From an optimization exercise on the open Yosys and OpenROAD flow, aimed at small area; shortcuts taken in it are not production practice. Function was checked by simulation only, so behaviour that the tests miss may differ from the original. Power is estimated from default activity; no workload was simulated.

## flow/design.v (module list and top-level ports; edited modules follow where they fit)
// module quarterwave_table: 9 lines
// module quarterwave_generator: 43 lines
// module rca: 18 lines
// module csa3: 12 lines
// module sigma_delta_modulator: 25 lines
// module sched_rom: 16 lines
// module coef_rom: 3 lines
// module mac_unit: 775 lines
// module sd_dac_top: 91 lines
module sd_dac_top (
    input               clk,
    input               rst_n,
    input               tone_en,
    input        [31:0] phase_increment,
    input signed [15:0] sample_in,
    output              sample_strobe,
    output              output_pdm_p,
    output              output_pdm_n
);
  // ...
==> flow/flow/run.sh <==
#!/bin/bash
# The standard layout, with a different synthesis of the same RTL:
#  - the standard synthesis is run first, for the names and cell types of its registers;
#  - then the whole flow runs with flow/synth.tcl as the synthesis script (Yosys's quick ABC pass
#    skipped, registers renamed to the standard names) and with flow/abc_area.script, an
#    area-oriented ABC script, in a copy of ORFS's scripts (ABC_AREA=1 in config.mk selects it);
#  - the input and output ports are buffered with sky130_fd_sc_hd__buf_1.
# Each step's full output: standard_synth.log, flow.log, and ORFS's logs under orfs/logs.
set -euo pipefail
W=$(pwd)
RES="$W/orfs/results/$FLOW_PLATFORM/sd_dac_top/base"

bash "$W/standard.sh" synth > "$W/standard_synth.log" 2>&1
python3 "$W/flow/regs.py" "$RES/1_2_yosys.v" > "$W/standard_regs.txt"
cp "$RES/1_2_yosys.v" "$W/standard_synth.v"
rm -rf "$W/orfs"

rm -rf "$W/scripts"
cp -r "$FLOW_HOME/scripts" "$W/scripts"
cp "$W/flow/abc_area.script" "$W/scripts/abc_area.script"
REF_REGS="$W/standard_regs.txt" bash "$W/standard.sh" SCRIPTS_DIR="$W/scripts" \
  SYNTH_SCRIPT="$W/flow/synth.tcl" BUFFER_PORTS_ARGS="-buffer_cell sky130_fd_sc_hd__buf_1" finish > "$W/flow.log" 2>&1
==> flow/flow/abc_area.script <==
strash
dch -f
map -a
mfs2
strash
dch -f
map -a
topo
==> flow/flow/regs.py <==
# Lists the flip-flops of a mapped netlist: "base type name" per line (name without the leading
# backslash; base is the name without Yosys's cell-type suffix).
import re, sys
net = open(sys.argv[1]).read()
for typ, name in re.findall(r'^\s*(sky130_fd_sc_hd__\w*df\w*)\s+(\S+)\s*\(', net, re.M):
    if name.startswith('\\'):
        name = name[1:]
    base = re.sub(r'\$_[A-Z0-9_]+_$', '', name)
    print('{%s} %s {%s}' % (base, typ, name))
==> flow/flow/synth.tcl <==
# synth_recipe.tcl with two changes: Yosys's synth skips its quick ABC pass (-noabc), so that the
# adders are extracted from the logic as written, and the registers are then given the names the
# standard synthesis gives them (the enable polarity Yosys puts in a register's name can differ).
proc synth {args} { yosys synth -nofsm -noshare -noabc {*}$args }
source $::env(SCRIPTS_DIR)/synth.tcl
# left out here: clear keep_hierarchy, flatten, clean up, hide names made inside functions

# reference registers: lines "base type name" from the standard synthesis
set ref [dict create]
set f [open $::env(REF_REGS) r]
while {[gets $f line] >= 0} {
  if {[llength $line] != 3} { continue }
  lassign $line base type name
  dict set ref $base [list $type $name]
}
close $f
set top $::env(DESIGN_NAME)
set types [lsort -unique [lmap v [dict values $ref] {lindex $v 0}]]
set seen 0
set renames {}
foreach type $types {
  set l [yosys tee -q -s result.string select -list t:$type]
  foreach c [split [string trim $l] "\n"] {
    if {$c eq ""} { continue }
    set name [string range $c [expr {[string length $top] + 1}] end]
    regsub {\$_[A-Z0-9_]+_$} $name {} base
    if {![dict exists $ref $base]} { error "register $name has no counterpart in the standard synthesis" }
    lassign [dict get $ref $base] rtype rname
    if {$rtype ne $type} { error "register $name is a $type, the standard synthesis has a $rtype" }
    incr seen
    if {$name ne $rname} { lappend renames $name $rname }
  }
}
# every flip-flop cell must be one of the reference registers
set all [yosys tee -q -s result.string select -list t:sky130_fd_sc_hd__*df*]
set nall [llength [lsearch -all -inline -not [split [string trim $all] "\n"] ""]]
if {$seen != [dict size $ref] || $nall != $seen} { error "register count differs: $seen of [dict size $ref], $nall flip-flops" }
yosys cd $top
foreach {old new} $renames { yosys rename $old $new }
yosys cd
puts "registers renamed: [expr {[llength $renames] / 2}] of $seen"
# left out here: write 1_2_yosys.v
==> flow/standard.sh <==
#!/bin/bash
# synth_recipe.tcl (not shown) runs the flow's synth.tcl, then flattens the netlist and writes it again
# the make line also repeats each setting of config.mk as NAME=value (left out here)
make -C /OpenROAD-flow-scripts/flow DESIGN_CONFIG=/design/flow/config.mk WORK_HOME=/design/flow/orfs CLKGATE_MAP_FILE= SYNTH_SCRIPT=/design/flow/synth_recipe.tcl "${@:-finish}"
==> flow/config.mk <==
export PLATFORM = sky130hd
export DESIGN_NAME = sd_dac_top
export DESIGN_NICKNAME = sd_dac_top
export VERILOG_FILES = /design/flow/design.v
export SDC_FILE = /design/flow/constraint.sdc
export NUM_CORES = 8
export LEC_CHECK = 0
export ABC_AREA = 1
export CAP_MARGIN = 10
export CORE_MARGIN = 2
export CORE_UTILIZATION = 40
export CTS_BUF_LIST = sky130_fd_sc_hd__clkbuf_8
export CTS_CLUSTER_DIAMETER = 60
export CTS_CLUSTER_SIZE = 15
export GPL_TIMING_DRIVEN = 0
export SLEW_MARGIN = 10
==> flow/constraint.sdc <==
create_clock -name core_clock -period 15.0 [get_ports {clk}]
set_input_delay 3.0000 -clock core_clock [delete_from_list [all_inputs] [get_ports {clk}]]
set_output_delay 3.0000 -clock core_clock [all_outputs]
set_load 0.01 [all_outputs]
==> flow_summary_export.csv, run 1 <==
group,metric,value,unit
detailed_routing,wl_met2,53100,um
critical_path,startpoint_type,"primary input",
timing,hold-worst-slack,0.306,ns
clock_tree,post_cts.repair.setup_buffers,0,
timing,finalMaxSlewViolations,0,
critical_path,rr_endpoint,"mac.acc[19]$_DFF_P_",
layout,multi_input_area,20500,sq um
global_route,grt_util_met3,2.92,%
detailed_routing,avgViaCountPerCell,5.00,
yosys,yosysMostFrequentCell,"dfxtp_1",
global_route,grtUsageMet2,27.4,%
detailed_routing,wl_met3,5850,um
clock_tree,clkLatencyLatePin,0.87,ns
layout,syn_to_final_growth,10.6,%
layout,clock_area_share,3.86,%
layout,seq_cell_count,1541,
die,rows,134,
detailed_routing,ant_nets,0,
power,p_int,5.16,mW
run_status,status,"no timing/DRC/antenna violations",
yosys,synth_flop_cell,"dfxtp_1",
layout,inverters_excl_clock,315,
die,core_area,133000,sq um
place,dpl_worst_slack,-0.470,ns
clock_tree,cts_buffers,131,
layout,reg_top3,"r1 (1072), rm (147), rm2 (60)",
==> run 2: changes to the inputs <==
--- a/flow/config.mk
+++ b/flow/config.mk
@@ -12,3 +12,3 @@
 export CTS_BUF_LIST = sky130_fd_sc_hd__clkbuf_8
-export CTS_CLUSTER_DIAMETER = 60
+export CTS_CLUSTER_DIAMETER = 150
 export CTS_CLUSTER_SIZE = 15
==> flow_summary_export.csv, run 2 <==
group,metric,value,unit
run_status,status,"no timing/DRC/antenna violations",
power,total_leakage_power,23.8,nW
global_route,grt-ovfl-total,0,
detailed_routing,avgViaCountPerCell,5.02,
layout,reg_top3,"r1 (1072), rm (147), rm2 (60)",
clock_tree,cts.reportedPaths.clkPinSlew,0.12,ns
flow_run,drv_cap,0,
power,clkPwrFrac,30.2,%
die,start_util,40.3,%
clock_tree,root_buffer,"clkbuf_8",
power,p_int,4.97,mW
layout,top_register,"r1",
layout,largest_reg_flops,1072,
yosys,synth_edf_count,82,
power,powerDensity,108,nW/um^2
yosys,synth_area_leaders,"dfxtp_1 (50%), fa_1 (15%), dfrtp_1 (4.9%), edfxtp_1 (4.6%), xor2_1 (4.0%)",
place,hpwl,82900,um
clock_tree,cts_htree_levels,3,
hold_path,hp-start,"r1[709]$_DFF_P_",
detailed_routing,wl,117000,um
clock_tree,clkLatencyLatePin,0.82,ns
critical_path,crit_path_top_delay_cell,"fa_1",
timing,fin_crit,14.54,ns
detailed_routing,drtIter0Drc,2525,
layout,final_cell_mix,"dfxtp_1 (1350), fa_1 (375), nor2_1 (328)",
clock_tree,cts_tree,"yes",
critical_path,rrSetupSlack,1.47,ns
yosys,synth_top_area_share,50.4,%
timing,timing_hold_violations_final,0,
critical_path,cp.arrival,15.30,ns
detailed_routing,wire_per_inst,18.8,um
timing,worst_pin_slew,1.35,ns
detailed_routing,drt_pass1_iterations,6,
critical_path,worstSetupEndpointType,"register",
critical_path,startpoint_type,"primary input",
layout,nNetsFinal,5034,
yosys,synth_seq_cells,1541,
global_route,grt_pass1_vias,32393,
critical_path,cp_common_cell,"fa_2",
yosys,yosysMostFrequentCell,"dfxtp_1",
detailed_routing,route.detailed.drc,0,
timing,period_share,97.0,%
critical_path,critPathKind,"primary input to register",
clock_tree,ctsHoldBuffers,0,
yosys,synth_nets,4828,
critical_path,rr_worst_depth,35,
power,p_comb_share,4.1,%
die,die_h,370,um
power,fin_total_pwr,6.34,mW
hold_path,hold_end,"r1[725]$_DFF_P_",
timing,max_clock_freq,68.8,MHz
die,die-area,137000,sq um
layout,final_util,44.1,%
critical_path,r2r-start,"N[1]$_DFF_PN0_",
yosys,synth_common_cells,"dfxtp_1 (1352), fa_1 (397), nor2_1 (342), clkinv_1 (315), nand2_1 (259)",
place,dpl.cell_count,6085,
yosys,ys_seq_area_share,60.0,%
critical_path,cp.required,15.76,ns
yosys,yosysTopAreaCell,"dfxtp_1",
critical_path,worstPathMaxFanout,4,
yosys,syn_inst,4225,
yosys,synth_flop_cell,"dfxtp_1",
timing,fin_tns_setup,0,ns
power,switchingPower,1.37,mW
detailed_routing,ant_nets,0,
place,gp_congestion,0.903,
yosys,synthArstFlopShare,6.94,%
timing,finalMaxSlewViolations,0,
yosys,synth.distinct_cells,45,
yosys,synth.avg_cell_area,12.7,sq um
place,dpl_worst_slack,-0.470,ns
clock_tree,clock_sinks,1541,
hold_path,min_path_type,"register to register",
timing,rsz0062_at_grt,"no",
die,dieWidth,370,um
timing,final.setup.worst_slack,0.457,ns
power,power_switching_share,21.6,%
place,port_buffers,53,
critical_path,rr_endpoint,"dat[20]$_DFF_P_",
die,ios,54,
layout,layout-drive-gt1-share,5.76,%
layout,final_common_cell,"dfxtp_1",
timing,slew_headroom,9.68,%
detailed_routing,vias,31260,
yosys,yosysWarnings,4,
die,core_area,133000,sq um
global_route,grt_max_degree,51,
clock_tree,post_cts_resized,0,
global_route,antenna_found_initial,4,
global_route,grt_pass1_wl,188000,um
clock_tree,cts_buffers,112,
global_route,track_usage,17.4,%
power,vdd_drop_max,0.0985,mV
layout,syn_to_final_growth,9.47,%
yosys,syn_area,53700,sq um
hold_path,whs_path_depth,0,
clock_tree,post_cts.repair.setup_buffers,0,
critical_path,crit_path_max_incr_delay,0.43,ns
layout,instances_no_fill,6230,
die,rows,134,
timing,final-setup-viol-count,0,
clock_tree,cts_max_path_buffers,3,
power,seq_power_share,65.7,%
timing,clock-skew-final,0.0706,ns
[run 2: cell counts after synthesis]
No cell type changed its count.
[run 2: cells by family after synthesis]
logic type | share of synthesized area (%)
AO/OA/AOI/OAI | 9.13
XOR/XNOR | 4.36
adder cells (fa/ha/maj) | 18.4
buffers and inverters | 2.21
flip-flops | 60.0
multiplexers | 0.687
other | 0.00698
AND/OR/NAND/NOR | 5.20
[run 2: power by group through the flow]
stage                     clock network [mW]  registers [mW]  logic, mW
after floorplan                            0            4.26      0.207
after global placement                     0            4.26      0.252
after detailed placement                   0            4.26      0.277
after CTS                               2.00            4.17      0.270
after global routing                    2.16            4.17      0.321
final                                   1.91            4.17      0.258
[run 2: worst max-delay path, delay by kind of cell]
kind                       cells  cell delay, ns
adders and majority gates     30           11.44
and+or+nand+nor                3            0.51
xor gates and xnor gates       1            0.16
buffers and inverters          1            0.08
AOI/OAI and AO/OA              1            0.08
[run 2: final cells by class]
type                    instances  area (sq um)
clock inverters                28           165
inverters                     315          1190
flip-flops and latches       1541         32200
plain buffers                   1          3.75
diodes                          4          10.0
fillers                     12408         74500
well taps                    1768          2210
repair buffers                 92           922
clock buffers                 113          1560
multi-input cells            2368         20500
[run 2: per-stage QoR]
step | instance area, sq um | hold WS, ns
2_1_floorplan | 53700 | 0.310
3_3_place_gp | 56200 | 0.309
3_5_place_dp | 57000 | 0.312
4_1_cts | 58800 | 0.256
5_1_grt | 58800 | 0.271
6_report | 58800 | 0.273
[run 2: worst max path at each step]
stage / to / from / cells past startpoint / slack (ns)
detailed placement: nco.phase_accumulator[31]$_DFFE_PN0N_ / phase_increment[0] / 36 / -0.47
CTS: nco.phase_accumulator[31]$_DFFE_PN0N_ / phase_increment[0] / 36 / 0.45
finish: nco.phase_accumulator[31]$_DFFE_PN0N_ / phase_increment[0] / 36 / 0.46
global route: nco.phase_accumulator[31]$_DFFE_PN0N_ / phase_increment[0] / 36 / 0.13
global placement: mac.acc[19]$_DFF_P_ / swap_r$_DFF_P_ / 24 / -0.71
floorplan: nco.phase_accumulator[31]$_DFFE_PN0N_ / phase_increment[0] / 35 / 0.04
[run 2: per-layer routing]
layer / GRT usage (%) / up-vias / share of wire (%)
met5: 0 / - / 0.0094
met4: 5.61 / 2 / 3.0
met3: 2.47 / 210 / 4.8
met2: 27.5 / 870 / 46
met1: 24.6 / 15584 / 46
li1: - / 14594 / -
==> run 3: changes to the inputs <==
--- a/flow/config.mk
+++ b/flow/config.mk
@@ -12,5 +12,6 @@
 export CTS_BUF_LIST = sky130_fd_sc_hd__clkbuf_8
-export CTS_CLUSTER_DIAMETER = 150
+export CTS_CLUSTER_DIAMETER = 100
 export CTS_CLUSTER_SIZE = 15
 export GPL_TIMING_DRIVEN = 0
+export PLACE_DENSITY = 0.9
 export SLEW_MARGIN = 10
==> flow_summary_export.csv, run 3 <==
group,metric,value,unit
critical_path,cp_common_cell,"fa_2",
yosys,synth_seq_cells,1541,
detailed_routing,avgViaCountPerCell,5.33,
critical_path,worstSetupEndpointType,"register",
timing,fin_crit,14.65,ns
critical_path,critPathKind,"primary input to register",
yosys,synth.distinct_cells,45,
global_route,grt-ovfl-total,0,
layout,final_cell_mix,"dfxtp_1 (1350), fa_1 (375), nor2_1 (329)",
yosys,synth_top_area_share,50.4,%
power,total_leakage_power,23.8,nW
timing,period_share,97.7,%
layout,nNetsFinal,5033,
clock_tree,clkLatencyLatePin,0.81,ns
layout,instances_no_fill,6231,
yosys,synth_area_leaders,"dfxtp_1 (50%), fa_1 (15%), dfrtp_1 (4.9%), edfxtp_1 (4.6%), xor2_1 (4.0%)",
yosys,syn_inst,4225,
clock_tree,cts_htree_levels,3,
timing,final.setup.worst_slack,0.352,ns
power,vdd_drop_max,0.117,mV
layout,syn_to_final_growth,9.39,%
clock_tree,ctsHoldBuffers,0,
detailed_routing,wl_met1,49500,um
yosys,synth_edf_count,82,
timing,final-setup-viol-count,0,
global_route,grt_pass1_vias,35453,
layout,fill_cells,11446,
clock_tree,post_cts.repair.setup_buffers,0,
die,rows,134,
clock_tree,clock_sinks,1541,
critical_path,crit_path_top_delay_cell,"fa_1",
die,dieWidth,370,um
yosys,ys_seq_area_share,60.0,%
detailed_routing,route.detailed.drc,0,
layout,layout-drive-gt1-share,5.72,%
yosys,synth_common_cells,"dfxtp_1 (1352), fa_1 (397), nor2_1 (342), clkinv_1 (315), nand2_1 (259)",
clock_tree,cts_max_path_buffers,3,
timing,slew_headroom,18.2,%
die,core_area,133000,sq um
layout,largest_reg_flops,1072,
place,gp_congestion,0.920,
layout,final_util,44.1,%
flow_run,drv_cap,0,
die,ios,54,
timing,clock-skew-final,0.0791,ns
detailed_routing,wl_met2,61100,um
place,dpl.cell_count,6083,
yosys,synth_flop_cell,"dfxtp_1",
critical_path,startpoint_type,"primary input",
detailed_routing,drtIter0Drc,3571,
detailed_routing,wire_per_inst,20.3,um
detailed_routing,wl_met3,9610,um
clock_tree,cts.reportedPaths.clkPinSlew,0.10,ns
die,start_util,40.3,%
timing,rsz0062_at_grt,"no",
yosys,yosysTopAreaCell,"dfxtp_1",
timing,timing_hold_violations_final,0,
clock_tree,post_cts_resized,0,
critical_path,crit_path_max_incr_delay,0.44,ns
layout,final_common_cell,"dfxtp_1",
timing,worst_pin_slew,1.22,ns
layout,top_register,"r1",
detailed_routing,drt_pass1_iterations,8,
timing,hold-worst-slack,0.274,ns
critical_path,worstPathMaxFanout,4,
clock_tree,cts_buffers,113,
global_route,grt_max_degree,65,
hold_path,min_path_type,"register to register",
power,powerDensity,109,nW/um^2
clock_tree,root_buffer,"clkbuf_8",
global_route,track_usage,18.5,%
yosys,synth_nets,4828,
detailed_routing,vias,33187,
yosys,yosysMostFrequentCell,"dfxtp_1",
place,port_buffers,53,
detailed_routing,ant_nets,0,
clock_tree,cts_tree,"yes",
timing,max_clock_freq,68.3,MHz
critical_path,cp.arrival,15.37,ns
die,die_h,370,um
die,die-area,137000,sq um
yosys,synthArstFlopShare,6.94,%
timing,finalMaxSlewViolations,0,
detailed_routing,wl,127000,um
place,hpwl,87600,um
critical_path,cp.required,15.72,ns
place,dpl_worst_slack,-0.537,ns
layout,reg_top3,"r1 (1072), rm (147), rm2 (60)",
detailed_routing,highest_layer,"met4",
global_route,antenna_found_initial,6,
yosys,syn_area,53700,sq um
run_status,status,"no timing/DRC/antenna violations",
yosys,synth.avg_cell_area,12.7,sq um
global_route,grt_pass1_wl,200000,um
yosys,yosysWarnings,4,
-- run 3: cell type report --
class	count	area [sq um]	area share [%]
plain buffers	1	3.75	0.00639
clock buffers	116	1600	2.72
multi-input cells	2368	20500	34.9
diodes	4	10.0	0.0170
inverters	315	1190	2.02
clock inverters	28	164	0.279
flip-flops and latches	1541	32200	54.8
well taps	1768	2210	3.77
repair buffers	90	842	1.43
-- run 3: per-stage QoR --
stage | setup TNS [ns] | total power, mW | cell area [sq um]
3_5_place_dp | -0.851 | 4.56 | 57000
3_3_place_gp | -0.582 | 4.51 | 56200
6_report | 0 | 6.40 | 58700
2_1_floorplan | 0 | 4.47 | 53700
4_1_cts | 0 | 6.45 | 58700
5_1_grt | 0 | 6.64 | 58700
-- run 3: critical path: cells and delay by family --
kind | cells | cell delay, ns
fa+ha+maj | 30 | 11.58
simple gates | 3 | 0.50
xor+xnor | 1 | 0.16
buf+inv | 1 | 0.07
compound gates | 1 | 0.07
-- run 3: final timing paths --
path / from / end / slack [ns] / cells past startpoint
setup / recovery: phase_increment[0] / nco.phase_accumulator[31]$_DFFE_PN0N_ / 0.35 / 36
hold / removal: rm[0]$_SDFF_PP0_ / rm[21]$_DFF_P_ / 0.27 / 0
setup reg to reg: N[1]$_DFF_PN0_ / dat[20]$_DFF_P_ / 1.21 / 35
hold reg to reg: rm[0]$_SDFF_PP0_ / rm[21]$_DFF_P_ / 0.27 / 0
max in group asynchronous: rst_n / clr$_DFFE_PN1P_ / 11.98 / 3
min in group asynchronous: rst_n / sdm.w1[12]$_DFF_PN0_ / 2.16 / 1
-- run 3: layer usage --
| layer | global-route usage (%) | vias to the layer above |
|---|---|---|
| li1 | - | 14572 |
| met1 | 23.1 | 16375 |
| met2 | 30.7 | 1752 |
| met3 | 3.50 | 488 |
| met4 | 9.19 | 0 |
| met5 | 0 | - |
-- run 3: power breakdown --
group | switching, mW | total [mW] | internal [mW]
registers | 0.0165 | 4.17 | 4.15
clock network | 1.25 | 1.96 | 0.708
logic | 0.145 | 0.279 | 0.135
-- run 3: cells by family (layout without fill, tap and decap cells) --
| family | after synthesis | count (layout) | synth area share, % |
|---|---|---|---|
| compound gates | 813 | 813 | 9.13 |
| xor+xnor | 267 | 267 | 4.36 |
| fa+ha+maj | 552 | 552 | 18.4 |
| buf+inv | 316 | 550 | 2.21 |
| flops | 1541 | 1541 | 60.0 |
| mux | 33 | 33 | 0.687 |
| other cells | 1 | 5 | 0.00698 |
| simple gates | 702 | 702 | 5.20 |
==> run 4: changes to the inputs <==
--- a/flow/config.mk
+++ b/flow/config.mk
@@ -15,3 +15,3 @@
 export GPL_TIMING_DRIVEN = 0
-export PLACE_DENSITY = 0.9
+export PLACE_DENSITY = 0.75
 export SLEW_MARGIN = 10
==> flow_summary_export.csv, run 4 <==
group,metric,value,unit
detailed_routing,drtIter0Drc,2646,
timing,max_clock_freq,68.6,MHz
yosys,yosysTopAreaCell,"dfxtp_1",
die,dieWidth,370,um
timing,worst_pin_slew,1.35,ns
clock_tree,clkLatencyLatePin,0.80,ns
critical_path,cp.required,15.72,ns
die,ios,54,
detailed_routing,route.detailed.drc,0,
die,start_util,40.3,%
yosys,synth_xor_xnor_area_share,4.36,%
critical_path,rr_endpoint,"mac.acc[19]$_DFF_P_",
power,total_leakage_power,23.8,nW
power,p_comb_share,4.3,%
global_route,grt_pass1_wl,186000,um
critical_path,worstSetupEndpointType,"register",
timing,period_share,97.1,%
place,port_buffers,53,
yosys,synthArstFlopShare,6.94,%
critical_path,critPathKind,"primary input to register",
clock_tree,clock_sinks,1541,
global_route,track_usage,17.2,%
clock_tree,cts_max_path_buffers,3,
timing,timing_hold_violations_final,0,
timing,slew_headroom,9.43,%
yosys,synth.distinct_cells,45,
global_route,grt_max_degree,57,
critical_path,r2r-start,"cidx_r[0]$_DFF_P_",
clock_tree,cts_tree,"yes",
global_route,antenna_found_initial,10,
layout,layout-drive-gt1-share,5.76,%
clock_tree,root_buffer,"clkbuf_8",
layout,fill_cells,11838,
detailed_routing,ant_nets,0,
power,seq_power_share,65.1,%
power,switchingPower,1.39,mW
layout,reg_top3,"r1 (1072), rm (147), rm2 (60)",
critical_path,rrSetupSlack,1.48,ns
yosys,syn_area,53700,sq um
yosys,synth_top_area_share,50.4,%
power,vdd_drop_max,0.122,mV
clock_tree,post_cts_resized,0,
yosys,yosys-mux-area-fraction,0.687,%
detailed_routing,drt_pass1_iterations,6,
critical_path,cp.arrival,15.29,ns
yosys,synth_seq_cells,1541,
timing,fin_crit,14.57,ns
flow_run,drv_cap,0,
yosys,yosysWarnings,4,
critical_path,cp_common_cell,"fa_2",
yosys,syn_inst,4225,
detailed_routing,vias,31759,
critical_path,crit_buf_inv,1,
die,rows,134,
global_route,grt-ovfl-total,0,
critical_path,startpoint_type,"primary input",
hold_path,hold_end,"rm2[53]$_DFF_P_",
die,die-area,137000,sq um
yosys,synth_edf_count,82,
yosys,synth_common_cells,"dfxtp_1 (1352), fa_1 (397), nor2_1 (342), clkinv_1 (315), nand2_1 (259)",
power,power_switching_share,21.7,%
critical_path,worstPathMaxFanout,4,
place,dpl_worst_slack,-0.460,ns
die,core_area,133000,sq um
yosys,synth.avg_cell_area,12.7,sq um
timing,rsz0062_at_grt,"no",
yosys,ys_seq_area_share,60.0,%
yosys,synth_flop_cell,"dfxtp_1",
hold_path,hp-start,"rm2[33]$_DFF_P_",
global_route,grt_pass1_vias,33401,
die,die_h,370,um
layout,final_util,44.1,%
yosys,synthAdderAreaFrac,18.4,%
run_status,status,"no timing/DRC/antenna violations",
layout,largest_reg_flops,1072,
detailed_routing,wl,117000,um
yosys,synth_top_family_by_area,"adder cells",
layout,final_cell_mix,"dfxtp_1 (1350), fa_1 (375), nor2_1 (329)",
layout,top_register,"r1",
yosys,yosysMostFrequentCell,"dfxtp_1",
layout,syn_to_final_growth,9.45,%
power,powerDensity,109,nW/um^2
place,hpwl,81800,um
yosys,synth-simple-area-share,5.20,%
hold_path,min_path_type,"register to register",
timing,final.setup.worst_slack,0.431,ns
detailed_routing,avgViaCountPerCell,5.10,
layout,regArea,32200,sq um
timing,fin_tns_setup,0,ns
yosys,synth_nets,4828,
clock_tree,ctsHoldBuffers,0,
clock_tree,cts_buffers,114,
hold_path,whs_path_depth,0,
clock_tree,cts_htree_levels,3,
detailed_routing,wire_per_inst,18.7,um
power,clkPwrFrac,30.6,%
yosys,synth_compound_gate_area_share,9.13,%
timing,final-setup-viol-count,0,
timing,finalMaxSlewViolations,0,
timing,clock-skew-final,0.0646,ns
critical_path,crit_path_max_incr_delay,0.44,ns
yosys,synth_area_leaders,"dfxtp_1 (50%), fa_1 (15%), dfrtp_1 (4.9%), edfxtp_1 (4.6%), xor2_1 (4.0%)",
place,gp_congestion,0.914,
power,p_int,5.01,mW
layout,multi_input_area,20500,sq um
critical_path,cpLargestDelayFamily,"adder cells",
clock_tree,post_cts.repair.setup_buffers,0,
layout,final_common_cell,"dfxtp_1",
layout,nNetsFinal,5032,
critical_path,crit_path_top_delay_cell,"fa_1",
clock_tree,cts.reportedPaths.clkPinSlew,0.10,ns
critical_path,rr_worst_depth,31,
==> run 4: cell counts after synthesis <==
Identical to the previous run, type by type.
==> run 4: cell type report <==
type | instances | area share (%)
clock inverter | 32 | 0.424
buffer | 1 | 0.00639
multi-input combinational | 2368 | 34.9
clock buffer | 115 | 2.69
timing repair buffer | 88 | 1.36
tap | 1768 | 3.76
inverter | 315 | 2.02
sequential | 1541 | 54.8
antenna | 5 | 0.0213
==> run 4: power groups by stage <==
stage / Combinational [mW] / Clock, mW / Sequential (mW)
finish: 0.274 / 1.96 / 4.17
global route: 0.327 / 2.16 / 4.17
CTS: 0.287 / 2.02 / 4.17
detailed placement: 0.289 / 0 / 4.26
global placement: 0.245 / 0 / 4.26
floorplan: 0.207 / 0 / 4.26
==> run 4: worst register-to-register path, delay by kind of cell, from the launching register on <==
family                     cells  cell delay (ns)
AOI/OAI and AO/OA              2             0.50
xor gates and xnor gates       1             0.19
and+or+nand+nor                7             2.57
adders and majority gates     20             9.20
DFF                            1             0.62
buffers and inverters          1             0.33
==> run 4: kinds of logic (layout without fill, tap and decap cells) <==
logic type | count (synthesis) | in the layout
compound gates | 813 | 813
xor+xnor | 267 | 267
fa+ha+maj | 552 | 552
buf+inv | 316 | 551
flops | 1541 | 1541
mux | 33 | 33
other cells | 1 | 6
simple gates | 702 | 702
==> run 4: layer usage <==
metal | GRT usage, % | part of all wire [%] | up-vias
met5 | 0 | 0 | -
met2 | 27.6 | 46 | 1192
met4 | 6.32 | 3.4 | 0
met1 | 23.4 | 44 | 15690
li1 | - | - | 14606
met3 | 2.83 | 6.3 | 271
==> run 4: worst max-delay path by stage <==
stage / from / cells past startpoint / end / slack, ns
after floorplan: phase_increment[0] / 35 / nco.phase_accumulator[31]$_DFFE_PN0N_ / 0.04
final: phase_increment[0] / 36 / nco.phase_accumulator[31]$_DFFE_PN0N_ / 0.43
after detailed placement: phase_increment[0] / 36 / nco.phase_accumulator[31]$_DFFE_PN0N_ / -0.46
after global placement: swap_r$_DFF_P_ / 24 / mac.acc[19]$_DFF_P_ / -0.43
after CTS: phase_increment[0] / 36 / nco.phase_accumulator[31]$_DFFE_PN0N_ / 0.42
after global routing: phase_increment[0] / 36 / nco.phase_accumulator[31]$_DFFE_PN0N_ / 0.07
==> run 4: metrics by stage <==
stage	instances	cell area, sq um	hold WS, ns	power, mW
global route	6230	58800	0.288	6.66
global placement	6046	56200	0.310	4.51
CTS	6228	58700	0.278	6.48
finish	6233	58800	0.291	6.40
detailed placement	6081	56900	0.312	4.55
floorplan	4225	53700	0.310	4.47
==> run 5: changes to the inputs <==
--- a/flow/config.mk
+++ b/flow/config.mk
@@ -15,3 +15,2 @@
 export GPL_TIMING_DRIVEN = 0
-export PLACE_DENSITY = 0.75
 export SLEW_MARGIN = 10
==> flow_summary_export.csv, run 5 <==
group,metric,value,unit
clock_tree,root_buffer,"clkbuf_8",
yosys,yosysMostFrequentCell,"dfxtp_1",
die,ios,54,
power,vdd_drop_max,0.116,mV
detailed_routing,vias,31199,
yosys,synth.distinct_cells,45,
yosys,synth_nets,4828,
timing,worst_pin_slew,1.31,ns
place,gp_congestion,0.903,
timing,timing_hold_violations_final,0,
clock_tree,cts.reportedPaths.clkPinSlew,0.10,ns
place,dpl.cell_count,6085,
layout,syn_to_final_growth,9.64,%
place,hpwl,82900,um
timing,clock-skew-final,0.0543,ns
yosys,synthArstFlopShare,6.94,%
critical_path,cp.required,15.76,ns
layout,largest_reg_flops,1072,
clock_tree,cts_buffers,114,
clock_tree,clock_sinks,1541,
critical_path,rrSetupSlack,1.43,ns
yosys,synth.avg_cell_area,12.7,sq um
layout,final_cell_mix,"dfxtp_1 (1350), fa_1 (375), nor2_1 (328)",
critical_path,crit_path_top_delay_cell,"fa_1",
power,fin_total_pwr,6.40,mW
clock_tree,cts_max_path_buffers,3,
die,die_h,370,um
layout,instances_no_fill,6232,
clock_tree,clkLatencyLatePin,0.83,ns
yosys,synth_flop_cell,"dfxtp_1",
power,powerDensity,109,nW/um^2
yosys,synth_edf_count,82,
clock_tree,cts_tree,"yes",
detailed_routing,wire_per_inst,18.8,um
detailed_routing,drtIter0Drc,2437,
critical_path,cp_common_cell,"fa_2",
clock_tree,post_cts.repair.setup_buffers,0,
yosys,syn_area,53700,sq um
timing,max_clock_freq,68.8,MHz
layout,reg_top3,"r1 (1072), rm (147), rm2 (60)",
die,core_area,133000,sq um
yosys,synth_seq_cells,1541,
die,start_util,40.3,%
global_route,track_usage,17.5,%
layout,regArea,32200,sq um
global_route,grt_pass1_wl,188000,um
run_status,status,"no timing/DRC/antenna violations",
global_route,grt_max_degree,51,
global_route,antenna_found_initial,3,
clock_tree,ctsHoldBuffers,0,
layout,multi_input_area,20500,sq um
die,rows,134,
die,dieWidth,370,um
timing,period_share,96.9,%
timing,slew_headroom,12.6,%
detailed_routing,route.detailed.drc,0,
timing,fin_crit,14.54,ns
layout,layout-drive-gt1-share,5.90,%
place,port_buffers,53,
detailed_routing,drt_pass1_iterations,6,
detailed_routing,avgViaCountPerCell,5.01,
layout,stdcell_area,58900,sq um
yosys,ys_seq_area_share,60.0,%
detailed_routing,wl,117000,um
timing,rsz0062_at_grt,"no",
clock_tree,post_cts_resized,0,
yosys,synth_area_leaders,"dfxtp_1 (50%), fa_1 (15%), dfrtp_1 (4.9%), edfxtp_1 (4.6%), xor2_1 (4.0%)",
layout,nNetsFinal,5036,
power,total_leakage_power,23.9,nW
die,die-area,137000,sq um
global_route,grt_pass1_vias,32414,
timing,final-setup-viol-count,0,
flow_run,drv_cap,0,
critical_path,worstPathMaxFanout,4,
yosys,yosysTopAreaCell,"dfxtp_1",
layout,fill_cells,12369,
detailed_routing,ant_nets,0,
critical_path,crit_path_max_incr_delay,0.43,ns
place,place_area,57000,sq um
critical_path,startpoint_type,"primary input",
timing,fin_tns_setup,0,ns
timing,hold-worst-slack,0.289,ns
yosys,synth_common_cells,"dfxtp_1 (1352), fa_1 (397), nor2_1 (342), clkinv_1 (315), nand2_1 (259)",
timing,finalMaxSlewViolations,0,
hold_path,min_path_type,"register to register",
yosys,synth_top_area_share,50.4,%
critical_path,critPathKind,"primary input to register",
clock_tree,cts_htree_levels,3,
yosys,syn_inst,4225,
yosys,yosysWarnings,4,
layout,top_register,"r1",
global_route,grt-ovfl-total,0,
critical_path,cp.arrival,15.30,ns
critical_path,worstSetupEndpointType,"register",
layout,final_common_cell,"dfxtp_1",
## run 5: changes by cell type in the layout (fill, tap and decap cells not counted), moves of 2 or more
| cell | previous run | this run |
|---|---|---|
| buf_8 | 6 | 8 |
| inv_16 | 1 | 3 |
| diode_2 | 5 | 3 |
| buf_16 | 6 | 10 |
| inv_1 | 22 | 18 |
## run 5: metrics by stage
step                      utilization (%)  setup slack, ns
after floorplan                         -           0.0382
after global placement               42.1           -0.705
after detailed placement             42.8           -0.470
after CTS                            44.2            0.460
after global routing                 44.2            0.142
final                                44.2            0.465
## run 5: cells by family after synthesis
kind of cell             synth area share [%]
buffers and inverters                    2.21
XOR/XNOR                                 4.36
adder cells (fa/ha/maj)                  18.4
AO/OA/AOI/OAI                            9.13
multiplexers                            0.687
other                                 0.00698
flip-flops                               60.0
AND/OR/NAND/NOR                          5.20
## run 5: final timing paths
check / startpoint / end / cells after the start
worst min register to register: r1[308]$_DFF_P_ / r1[324]$_DFF_P_ / 0
worst min-delay path: r1[308]$_DFF_P_ / r1[324]$_DFF_P_ / 0
worst max-delay path: phase_increment[0] / nco.phase_accumulator[31]$_DFFE_PN0N_ / 36
min in group asynchronous: rst_n / nco.phase_accumulator[5]$_DFFE_PN0N_ / 1
worst max register to register: N[1]$_DFF_PN0_ / dat[20]$_DFF_P_ / 35
max in group asynchronous: rst_n / cic[9]$_DFFE_PN0P_ / 3
## run 5: layout make-up
cell class / instances / share of cell area, %
Antenna cell: 3 / 0.0128
Inverter: 315 / 2.02
Tap cell: 1768 / 3.76
Timing Repair Buffer: 92 / 1.57
Buffer: 1 / 0.00638
Clock inverter: 29 / 0.391
Multi-Input combinational cell: 2368 / 34.8
Clock buffer: 115 / 2.69
Sequential cell: 1541 / 54.7
## run 5: critical path: cells and delay by family
| family | cells | cell delay (ns) |
|---|---|---|
| buffers and inverters | 1 | 0.08 |
| AND/OR/NAND/NOR | 3 | 0.51 |
| adder cells (fa/ha/maj) | 30 | 11.45 |
| AO/OA/AOI/OAI | 1 | 0.08 |
| XOR/XNOR | 1 | 0.16 |
## run 5: routing by layer
| metal | vias to the layer above | wire, um | global-route usage [%] |
|---|---|---|---|
| met1 | 15510 | 54200 | 24.6 |
| met5 | - | 13 | 0 |
| met2 | 876 | 53600 | 27.6 |
| met3 | 209 | 5890 | 2.73 |
| met4 | 2 | 3460 | 5.61 |
| li1 | 14602 | - | - |
## run 5: report_power, final
group | internal [mW] | leakage [nW] | switching, mW
Combinational | 0.127 | 9.90 | 0.132
Clock | 0.726 | 1.00 | 1.24
Sequential | 4.15 | 13.0 | 0.0166
==> module sigma_delta_modulator, before the edit <==
module sigma_delta_modulator (
    input  wire        clk,
    input  wire        rst_n,
    input  wire [15:0] in,
    output wire        out
);
    reg [20:0] s1, w1;
    reg        fb_valid, fb_neg;
    wire [20:0] sd_in = {{5{in[15]}}, in};
    wire [20:0] my1  = fb_valid ? (fb_neg ? 21'h00C000 : 21'h1F4000) : 21'd0;
    wire [20:0] my2  = fb_valid ? (fb_neg ? 21'h018000 : 21'h1E8000) : 21'd0;
    wire [20:0] s, w, t;
    csa3 #(21) add_s (.a(s1), .b(sd_in), .c(my1), .ci(1'b0), .s(s));
    wire [20:0] ps1 = w1 ^ s1 ^ sd_in;
    wire [20:0] pc1 = (w1 & s1) | (sd_in & (w1 ^ s1));
    csa3 #(21) add_w (.a(ps1), .b({pc1[19:0], 1'b0}), .c(my2), .ci(1'b0), .s(w));
    always @(posedge clk or negedge rst_n) begin
        if (!rst_n) begin
            s1 <= 21'd0; w1 <= 21'd0; fb_valid <= 1'b0; fb_neg <= 1'b0;
        end else begin
            s1 <= s; w1 <= w; fb_valid <= 1'b1; fb_neg <= w[20];
        end
    end
    assign out = fb_valid & ~fb_neg;
endmodule
==> module sched_rom, before the edit <==
module sched_rom (
    input  wire [6:0]  N,
    output wire [7:0]  xs,      
    output wire        x8,      
    output wire [1:0]  ms,      
    output wire        mf,      
    output wire        mt,      
    output wire        m2s,     
    output wire        swap,    
    output wire        first,   
    output wire [5:0]  cidx     
);
    wire [21:0] ctl;
    assign ctl = (N[6] ? (N[5] ? (N[4] ? (N[3] ? (N[2] ? (N[1] ? (N[0] ? 22'h2bc080 : 22'h85200) : (N[0] ? 22'h2d0001 : 22'h60040)) : (N[1] ? (N[0] ? 22'h2b0002 : 22'h234002) : (N[0] ? 22'h141200 : 22'h222000))) : (N[2] ? (N[1] ? (N[0] ? 22'h1ac020 : 22'h190020) : (N[0] ? 22'hf0080 : 22'h240002)) : (N[1] ? (N[0] ? 22'h154002 : 22'h115200) : (N[0] ? 22'h2a4001 : 22'ha1200)))) : (N[3] ? (N[2] ? (N[1] ? (N[0] ? 22'h224008 : 22'h234040) : (N[0] ? 22'h82000 : 22'h1a2000)) : (N[1] ? (N[0] ? 22'h14a000 : 22'h50a01) : (N[0] ? 22'h2c0c08 : 22'h170a02))) : (N[2] ? (N[1] ? (N[0] ? 22'h1e0c10 : 22'h250a04) : (N[0] ? 22'hecc20 : 22'h270001)) : (N[1] ? (N[0] ? 22'h124010 : 22'h224002) : (N[0] ? 22'h294100 : 22'h115400))))) : (N[4] ? (N[3] ? (N[2] ? (N[1] ? (N[0] ? 22'h260001 : 22'h280001) : (N[0] ? 22'h30004 : 22'h190080)) : (N[1] ? (N[0] ? 22'h294100 : 22'h142000) : (N[0] ? 22'h1a2000 : 22'h86000))) : (N[2] ? (N[1] ? (N[0] ? 22'h20004 : 22'h1f0008) : (N[0] ? 22'hf4008 : 22'had400)) : (N[1] ? (N[0] ? 22'h1d4004 : 22'ha2000) : (N[0] ? 22'h112000 : 22'h226000)))) : (N[3] ? (N[2] ? (N[1] ? (N[0] ? 22'h204004 : 22'h1a0080) : (N[0] ? 22'h85400 : 22'h1d4008)) : (N[1] ? (N[0] ? 22'h14d400 : 22'h1b0040) : (N[0] ? 22'hb0020 : 22'h100001))) : (N[2] ? (N[1] ? (N[0] ? 22'hc0008 : 22'h100004) : (N[0] ? 22'h10004 : 22'h130080)) : (N[1] ? (N[0] ? 22'h134008 : 22'ha6000) : (N[0] ? 22'h1c0080 : 22'h124004)))))) : (N[5] ? (N[4] ? (N[3] ? (N[2] ? (N[1] ? (N[0] ? 22'h1a5200 : 22'h60020) : (N[0] ? 22'h210080 : 22'h2d4080)) : (N[1] ? (N[0] ? 22'h222000 : 22'h84020) : (N[0] ? 22'h210001 : 22'h70020))) : (N[2] ? (N[1] ? (N[0] ? 22'h274010 : 22'h144040) : (N[0] ? 22'h34002 : 22'h11e000)) : (N[1] ? (N[0] ? 22'h44004 : 22'ha4008) : (N[0] ? 22'h1f4080 : 22'h110010)))) : (N[3] ? (N[2] ? (N[1] ? (N[0] ? 22'h221400 : 22'h142000) : (N[0] ? 22'h82000 : 22'h1ae000)) : (N[1] ? (N[0] ? 22'h184004 : 22'h254a10) : (N[0] ? 22'h1b4010 : 22'h170a20))) : (N[2] ? (N[1] ? (N[0] ? 22'he0c01 : 22'h0) : (N[0] ? 22'h1e0c02 : 22'h50c40)) : (N[1] ? (N[0] ? 22'h2c8c04 : 22'h1a2000) : (N[0] ? 22'h114001 : 22'h180001))))) : (N[4] ? (N[3] ? (N[2] ? (N[1] ? (N[0] ? 22'h150004 : 22'hc4008) : (N[0] ? 22'h146000 : 22'hd4010)) : (N[1] ? (N[0] ? 22'ha4001 : 22'h90080) : (N[0] ? 22'h0 : 22'h280080))) : (N[2] ? (N[1] ? (N[0] ? 22'h260080 : 22'h164080) : (N[0] ? 22'h86000 : 22'h74080)) : (N[1] ? (N[0] ? 22'h229400 : 22'ha2000) : (N[0] ? 22'h140080 : 22'h226000)))) : (N[3] ? (N[2] ? (N[1] ? (N[0] ? 22'h24040 : 22'h116000) : (N[0] ? 22'h164080 : 22'h1a1400)) : (N[1] ? (N[0] ? 22'h8c080 : 22'h10002) : (N[0] ? 22'h90080 : 22'h40080))) : (N[2] ? (N[1] ? (N[0] ? 22'h1c0010 : 22'h240080) : (N[0] ? 22'h2a0080 : 22'h200004)) : (N[1] ? (N[0] ? 22'hb4080 : 22'ha6000) : (N[0] ? 22'hd4004 : 22'h116000)))))));
    assign {cidx[5], cidx[4], cidx[3], cidx[2], cidx[1], cidx[0], first, swap, m2s, mt, mf, ms[1], ms[0], x8, xs[7], xs[6], xs[5], xs[4], xs[3], xs[2], xs[1], xs[0]} = ctl;
endmodule
==> run 6: changes to the inputs <==
--- a/flow/design.v
+++ b/flow/design.v
@@ -93,3 +93,3 @@
     wire [20:0] my2  = fb_valid ? (fb_neg ? 21'h018000 : 21'h1E8000) : 21'd0;
-    wire [20:0] s, w, t;
+    wire [20:0] s, w;
     csa3 #(21) add_s (.a(s1), .b(sd_in), .c(my1), .ci(1'b0), .s(s));
@@ -119,5 +119,5 @@
 );
-    wire [21:0] ctl;
-    assign ctl = (N[6] ? (N[5] ? (N[4] ? (N[3] ? (N[2] ? (N[1] ? (N[0] ? 22'h2bc080 : 22'h85200) : (N[0] ? 22'h2d0001 : 22'h60040)) : (N[1] ? (N[0] ? 22'h2b0002 : 22'h234002) : (N[0] ? 22'h141200 : 22'h222000))) : (N[2] ? (N[1] ? (N[0] ? 22'h1ac020 : 22'h190020) : (N[0] ? 22'hf0080 : 22'h240002)) : (N[1] ? (N[0] ? 22'h154002 : 22'h115200) : (N[0] ? 22'h2a4001 : 22'ha1200)))) : (N[3] ? (N[2] ? (N[1] ? (N[0] ? 22'h224008 : 22'h234040) : (N[0] ? 22'h82000 : 22'h1a2000)) : (N[1] ? (N[0] ? 22'h14a000 : 22'h50a01) : (N[0] ? 22'h2c0c08 : 22'h170a02))) : (N[2] ? (N[1] ? (N[0] ? 22'h1e0c10 : 22'h250a04) : (N[0] ? 22'hecc20 : 22'h270001)) : (N[1] ? (N[0] ? 22'h124010 : 22'h224002) : (N[0] ? 22'h294100 : 22'h115400))))) : (N[4] ? (N[3] ? (N[2] ? (N[1] ? (N[0] ? 22'h260001 : 22'h280001) : (N[0] ? 22'h30004 : 22'h190080)) : (N[1] ? (N[0] ? 22'h294100 : 22'h142000) : (N[0] ? 22'h1a2000 : 22'h86000))) : (N[2] ? (N[1] ? (N[0] ? 22'h20004 : 22'h1f0008) : (N[0] ? 22'hf4008 : 22'had400)) : (N[1] ? (N[0] ? 22'h1d4004 : 22'ha2000) : (N[0] ? 22'h112000 : 22'h226000)))) : (N[3] ? (N[2] ? (N[1] ? (N[0] ? 22'h204004 : 22'h1a0080) : (N[0] ? 22'h85400 : 22'h1d4008)) : (N[1] ? (N[0] ? 22'h14d400 : 22'h1b0040) : (N[0] ? 22'hb0020 : 22'h100001))) : (N[2] ? (N[1] ? (N[0] ? 22'hc0008 : 22'h100004) : (N[0] ? 22'h10004 : 22'h130080)) : (N[1] ? (N[0] ? 22'h134008 : 22'ha6000) : (N[0] ? 22'h1c0080 : 22'h124004)))))) : (N[5] ? (N[4] ? (N[3] ? (N[2] ? (N[1] ? (N[0] ? 22'h1a5200 : 22'h60020) : (N[0] ? 22'h210080 : 22'h2d4080)) : (N[1] ? (N[0] ? 22'h222000 : 22'h84020) : (N[0] ? 22'h210001 : 22'h70020))) : (N[2] ? (N[1] ? (N[0] ? 22'h274010 : 22'h144040) : (N[0] ? 22'h34002 : 22'h11e000)) : (N[1] ? (N[0] ? 22'h44004 : 22'ha4008) : (N[0] ? 22'h1f4080 : 22'h110010)))) : (N[3] ? (N[2] ? (N[1] ? (N[0] ? 22'h221400 : 22'h142000) : (N[0] ? 22'h82000 : 22'h1ae000)) : (N[1] ? (N[0] ? 22'h184004 : 22'h254a10) : (N[0] ? 22'h1b4010 : 22'h170a20))) : (N[2] ? (N[1] ? (N[0] ? 22'he0c01 : 22'h0) : (N[0] ? 22'h1e0c02 : 22'h50c40)) : (N[1] ? (N[0] ? 22'h2c8c04 : 22'h1a2000) : (N[0] ? 22'h114001 : 22'h180001))))) : (N[4] ? (N[3] ? (N[2] ? (N[1] ? (N[0] ? 22'h150004 : 22'hc4008) : (N[0] ? 22'h146000 : 22'hd4010)) : (N[1] ? (N[0] ? 22'ha4001 : 22'h90080) : (N[0] ? 22'h0 : 22'h280080))) : (N[2] ? (N[1] ? (N[0] ? 22'h260080 : 22'h164080) : (N[0] ? 22'h86000 : 22'h74080)) : (N[1] ? (N[0] ? 22'h229400 : 22'ha2000) : (N[0] ? 22'h140080 : 22'h226000)))) : (N[3] ? (N[2] ? (N[1] ? (N[0] ? 22'h24040 : 22'h116000) : (N[0] ? 22'h164080 : 22'h1a1400)) : (N[1] ? (N[0] ? 22'h8c080 : 22'h10002) : (N[0] ? 22'h90080 : 22'h40080))) : (N[2] ? (N[1] ? (N[0] ? 22'h1c0010 : 22'h240080) : (N[0] ? 22'h2a0080 : 22'h200004)) : (N[1] ? (N[0] ? 22'hb4080 : 22'ha6000) : (N[0] ? 22'hd4004 : 22'h116000)))))));
-    assign {cidx[5], cidx[4], cidx[3], cidx[2], cidx[1], cidx[0], first, swap, m2s, mt, mf, ms[1], ms[0], x8, xs[7], xs[6], xs[5], xs[4], xs[3], xs[2], xs[1], xs[0]} = ctl;
+    wire [21:0] word;
+    assign word = (N[6] ? (N[5] ? (N[4] ? (N[3] ? (N[2] ? (N[1] ? (N[0] ? 22'h2bc080 : 22'h85200) : (N[0] ? 22'h2d0001 : 22'h60040)) : (N[1] ? (N[0] ? 22'h2b0002 : 22'h234002) : (N[0] ? 22'h141200 : 22'h222000))) : (N[2] ? (N[1] ? (N[0] ? 22'h1ac020 : 22'h190020) : (N[0] ? 22'hf0080 : 22'h240002)) : (N[1] ? (N[0] ? 22'h154002 : 22'h115200) : (N[0] ? 22'h2a4001 : 22'ha1200)))) : (N[3] ? (N[2] ? (N[1] ? (N[0] ? 22'h224008 : 22'h234040) : (N[0] ? 22'h82000 : 22'h1a2000)) : (N[1] ? (N[0] ? 22'h14a000 : 22'h50a01) : (N[0] ? 22'h2c0c08 : 22'h170a02))) : (N[2] ? (N[1] ? (N[0] ? 22'h1e0c10 : 22'h250a04) : (N[0] ? 22'hecc20 : 22'h270001)) : (N[1] ? (N[0] ? 22'h124010 : 22'h224002) : (N[0] ? 22'h294100 : 22'h115400))))) : (N[4] ? (N[3] ? (N[2] ? (N[1] ? (N[0] ? 22'h260001 : 22'h280001) : (N[0] ? 22'h30004 : 22'h190080)) : (N[1] ? (N[0] ? 22'h294100 : 22'h142000) : (N[0] ? 22'h1a2000 : 22'h86000))) : (N[2] ? (N[1] ? (N[0] ? 22'h20004 : 22'h1f0008) : (N[0] ? 22'hf4008 : 22'had400)) : (N[1] ? (N[0] ? 22'h1d4004 : 22'ha2000) : (N[0] ? 22'h112000 : 22'h226000)))) : (N[3] ? (N[2] ? (N[1] ? (N[0] ? 22'h204004 : 22'h1a0080) : (N[0] ? 22'h85400 : 22'h1d4008)) : (N[1] ? (N[0] ? 22'h14d400 : 22'h1b0040) : (N[0] ? 22'hb0020 : 22'h100001))) : (N[2] ? (N[1] ? (N[0] ? 22'hc0008 : 22'h100004) : (N[0] ? 22'h10004 : 22'h130080)) : (N[1] ? (N[0] ? 22'h134008 : 22'ha6000) : (N[0] ? 22'h1c0080 : 22'h124004)))))) : (N[5] ? (N[4] ? (N[3] ? (N[2] ? (N[1] ? (N[0] ? 22'h1a5200 : 22'h60020) : (N[0] ? 22'h210080 : 22'h2d4080)) : (N[1] ? (N[0] ? 22'h222000 : 22'h84020) : (N[0] ? 22'h210001 : 22'h70020))) : (N[2] ? (N[1] ? (N[0] ? 22'h274010 : 22'h144040) : (N[0] ? 22'h34002 : 22'h11e000)) : (N[1] ? (N[0] ? 22'h44004 : 22'ha4008) : (N[0] ? 22'h1f4080 : 22'h110010)))) : (N[3] ? (N[2] ? (N[1] ? (N[0] ? 22'h221400 : 22'h142000) : (N[0] ? 22'h82000 : 22'h1ae000)) : (N[1] ? (N[0] ? 22'h184004 : 22'h254a10) : (N[0] ? 22'h1b4010 : 22'h170a20))) : (N[2] ? (N[1] ? (N[0] ? 22'he0c01 : 22'h0) : (N[0] ? 22'h1e0c02 : 22'h50c40)) : (N[1] ? (N[0] ? 22'h2c8c04 : 22'h1a2000) : (N[0] ? 22'h114001 : 22'h180001))))) : (N[4] ? (N[3] ? (N[2] ? (N[1] ? (N[0] ? 22'h150004 : 22'hc4008) : (N[0] ? 22'h146000 : 22'hd4010)) : (N[1] ? (N[0] ? 22'ha4001 : 22'h90080) : (N[0] ? 22'h0 : 22'h280080))) : (N[2] ? (N[1] ? (N[0] ? 22'h260080 : 22'h164080) : (N[0] ? 22'h86000 : 22'h74080)) : (N[1] ? (N[0] ? 22'h229400 : 22'ha2000) : (N[0] ? 22'h140080 : 22'h226000)))) : (N[3] ? (N[2] ? (N[1] ? (N[0] ? 22'h24040 : 22'h116000) : (N[0] ? 22'h164080 : 22'h1a1400)) : (N[1] ? (N[0] ? 22'h8c080 : 22'h10002) : (N[0] ? 22'h90080 : 22'h40080))) : (N[2] ? (N[1] ? (N[0] ? 22'h1c0010 : 22'h240080) : (N[0] ? 22'h2a0080 : 22'h200004)) : (N[1] ? (N[0] ? 22'hb4080 : 22'ha6000) : (N[0] ? 22'hd4004 : 22'h116000)))))));
+    assign {cidx[5], cidx[4], cidx[3], cidx[2], cidx[1], cidx[0], first, swap, m2s, mt, mf, ms[1], ms[0], x8, xs[7], xs[6], xs[5], xs[4], xs[3], xs[2], xs[1], xs[0]} = word;
 endmodule
==> flow_summary_export.csv, run 6 <==
group,metric,value,unit
clock_tree,post_cts_resized,0,
global_route,grt_pass1_wl,190000,um
yosys,synth_compound_gate_area_share,8.74,%
detailed_routing,vias,31511,
layout,final_cell_mix,"dfxtp_1 (1350), nor2_1 (382), fa_1 (375)",
critical_path,worstPathMaxFanout,4,
detailed_routing,drt_pass1_iterations,6,
yosys,synth_top_family_by_area,"adder cells",
detailed_routing,drtIter0Drc,2521,
global_route,antenna_found_initial,7,
layout,final_common_cell,"dfxtp_1",
critical_path,rr_endpoint,"mac.acc[19]$_DFF_P_",
yosys,yosysWarnings,4,
power,fin_total_pwr,6.40,mW
die,die-area,138000,sq um
detailed_routing,avgViaCountPerCell,5.00,
critical_path,rr_worst_depth,31,
critical_path,startpoint_type,"primary input",
yosys,yosys-mux-area-fraction,0.667,%
place,hpwl,84200,um
timing,rsz0062_at_grt,"no",
global_route,grt-ovfl-total,0,
critical_path,cp_common_cell,"fa_2",
layout,syn_to_final_growth,9.66,%
hold_path,hp-start,"r1[225]$_DFF_P_",
timing,worst_pin_slew,1.23,ns
timing,fin_crit,14.49,ns
yosys,synth_nets,4890,
detailed_routing,ant_nets,0,
timing,final-setup-viol-count,0,
clock_tree,cts_max_path_buffers,3,
clock_tree,root_buffer,"clkbuf_8",
layout,fill_cells,12435,
yosys,syn_area,53800,sq um
die,core_area,133000,sq um
place,dpl.cell_count,6149,
yosys,synth_edf_count,82,
power,vdd_drop_max,0.0987,mV
timing,period_share,96.6,%
layout,instances_no_fill,6304,
yosys,synth.avg_cell_area,12.6,sq um
power,total_leakage_power,23.8,nW
clock_tree,cts.reportedPaths.clkPinSlew,0.09,ns
layout,layout-drive-gt1-share,5.81,%
yosys,synth_common_cells,"dfxtp_1 (1352), fa_1 (397), nor2_1 (394), clkinv_1 (343), nand2_1 (252)",
die,ios,54,
layout,reg_top3,"r1 (1072), rm (147), rm2 (60)",
timing,finalMaxSlewViolations,0,
critical_path,cp.required,15.78,ns
yosys,synth_top_area_share,50.3,%
hold_path,hold_end,"r1[241]$_DFF_P_",
clock_tree,cts_tree,"yes",
yosys,synth.distinct_cells,46,
detailed_routing,wire_per_inst,18.9,um
power,powerDensity,108,nW/um^2
clock_tree,clock_sinks,1541,
run_status,status,"no timing/DRC/antenna violations",
yosys,synthArstFlopShare,6.94,%
critical_path,rrSetupSlack,1.10,ns
yosys,synth_flop_cell,"dfxtp_1",
critical_path,worstSetupEndpointType,"register",
clock_tree,cts_htree_levels,3,
detailed_routing,route.detailed.drc,0,
critical_path,crit_path_max_incr_delay,0.43,ns
flow_run,drv_cap,0,
timing,slew_headroom,17.9,%
clock_tree,post_cts.repair.setup_buffers,0,
critical_path,critPathKind,"primary input to register",
global_route,grt_max_degree,43,
hold_path,min_path_type,"register to register",
yosys,yosysTopAreaCell,"dfxtp_1",
yosys,synth_seq_cells,1541,
yosys,synth-simple-area-share,5.68,%
die,rows,134,
global_route,track_usage,17.7,%
critical_path,cp.arrival,15.26,ns
timing,timing_hold_violations_final,0,
detailed_routing,wl,119000,um
die,die_h,371,um
yosys,synth_area_leaders,"dfxtp_1 (50%), fa_1 (15%), dfrtp_1 (4.9%), edfxtp_1 (4.6%), xor2_1 (4.0%)",
die,start_util,40.3,%
critical_path,crit_path_top_delay_cell,"fa_2",
yosys,ys_seq_area_share,59.8,%
place,port_buffers,53,
layout,top_register,"r1",
die,dieWidth,371,um
timing,max_clock_freq,69.0,MHz
clock_tree,clkLatencyLatePin,0.85,ns
clock_tree,cts_buffers,114,
critical_path,r2r-start,"cidx_r[1]$_DFF_P_",
yosys,synthAdderAreaFrac,18.4,%
timing,clock-skew-final,0.0569,ns
place,gp_congestion,0.906,
yosys,synth_xor_xnor_area_share,4.34,%
yosys,syn_inst,4287,
yosys,yosysMostFrequentCell,"dfxtp_1",
hold_path,whs_path_depth,0,
global_route,grt_pass1_vias,32879,
layout,largest_reg_flops,1072,
layout,final_util,44.2,%
layout,nNetsFinal,5101,
clock_tree,ctsHoldBuffers,0,
[run 6: changes by cell type after synthesis, moves of 8 or more]
cell / delta
a22oi_1: -42
nor2_1: +52
clkinv_1: +28
a31oi_1: +9
o221ai_1: -8
a21oi_1: -22
nand3_1: +22
o21ai_0: +9
o22ai_1: +10
o2111ai_1: +9
[run 6: how the worst max path moves through the flow]
stage | startpoint | end | slack, ns
2_1_floorplan | phase_increment[0] | nco.phase_accumulator[31]$_DFFE_PN0N_ | 0.04
4_1_cts | phase_increment[0] | nco.phase_accumulator[31]$_DFFE_PN0N_ | 0.51
3_3_place_gp | swap_r$_DFF_P_ | mac.acc[19]$_DFF_P_ | -0.70
5_1_grt | phase_increment[0] | nco.phase_accumulator[31]$_DFFE_PN0N_ | 0.17
3_5_place_dp | phase_increment[0] | nco.phase_accumulator[31]$_DFFE_PN0N_ | -0.41
6_report | phase_increment[0] | nco.phase_accumulator[31]$_DFFE_PN0N_ | 0.51
[run 6: final cells by class]
class / count / area (sq um) / share of cell area (%)
multi-input combinational: 2402 / 20600 / 34.8
timing repair buffer: 95 / 926 / 1.57
tap: 1768 / 2210 / 3.75
antenna: 7 / 17.5 / 0.0297
inverter: 343 / 1290 / 2.19
clock inverter: 31 / 225 / 0.381
buffer: 1 / 3.75 / 0.00636
sequential: 1541 / 32200 / 54.5
clock buffer: 116 / 1600 / 2.70
[run 6: power by group]
group / internal (mW) / leakage [nW] / switching (mW)
Clock: 0.716 / 1.02 / 1.25
Combinational: 0.126 / 9.79 / 0.133
Sequential: 4.15 / 13.0 / 0.0158
Total: 4.99 / 23.8 / 1.40
[run 6: kinds of logic after synthesis]
| logic type | count (synthesis) |
|---|---|
| other | 1 |
| buffers and inverters | 344 |
| and+or+nand+nor | 765 |
| xor gates and xnor gates | 267 |
| AOI/OAI and AO/OA | 785 |
| adders and majority gates | 552 |
| DFF | 1541 |
| muxes | 32 |
[run 6: worst max-delay path, delay by kind of cell]
kind	cells	cell delay, ns
buffers and inverters	1	0.07
adder cells (fa/ha/maj)	30	11.46
XOR/XNOR	1	0.15
AO/OA/AOI/OAI	1	0.07
AND/OR/NAND/NOR	3	0.50
[run 6: layer usage]
metal | global-route usage (%) | routed length [um] | vias to the layer above
met2 | 28.0 | 53900 | 880
met1 | 24.7 | 55000 | 15651
li1 | - | - | 14751
met5 | 0 | 0 | -
met3 | 2.97 | 6210 | 229
met4 | 5.97 | 3840 | 0
[run 6: per-stage QoR]
step                      area, sq um  hold slack (ns)  setup WS, ns  setup TNS [ns]
after global placement          56300            0.310        -0.698           -2.03
after global routing            59000            0.302         0.173               0
after detailed placement        57200            0.312        -0.411          -0.613
after floorplan                 53900            0.310        0.0382               0
final                           59100            0.290         0.515               0
after CTS                       59000            0.292         0.515               0

[re-timing with driven ports]
No port has a modelled driver above. Below, the same layouts with a new extraction and two added sets of constraints.
Step 1: set_driving_cell puts a clkbuf_16 on clk and a buf_2 on each other input, an assumption about the parent block.
Step 2 adds t to the input delays and takes it off the output delays; t is the mean of the earliest and latest rising clock arrival at the registers after step 1. Input paths then give back, and output paths get back, about the clock's delay inside the block.
Three values: no drivers, after step 1, after step 2; two values: the first two.
run	t (ns)	slack for setup (ns)	worst hold slack (ns)	worst setup path after step 2	cell pins on the clock port's net
run 1	0.903	0.489 / 0.532 / -0.371	0.306 / 0.306 / 0.306	input to register	1
run 2	0.853	0.457 / 0.498 / -0.355	0.273 / 0.273 / 0.273	input to register	1
run 3	0.836	0.352 / 0.397 / -0.439	0.274 / 0.274 / 0.274	input to register	1
run 4	0.837	0.431 / 0.475 / -0.362	0.291 / 0.291 / 0.291	input to register	1
run 5	0.871	0.465 / 0.506 / -0.366	0.289 / 0.289 / 0.289	input to register	1
run 6	0.887	0.515 / 0.556 / -0.331	0.290 / 0.290 / 0.290	input to register	1
With both steps, setup timing fails in every run listed, where it was met with ideal ports. The setup slack of run 1, which loses most, moves by +0.043 ns with the drivers and by -0.860 ns with both steps.
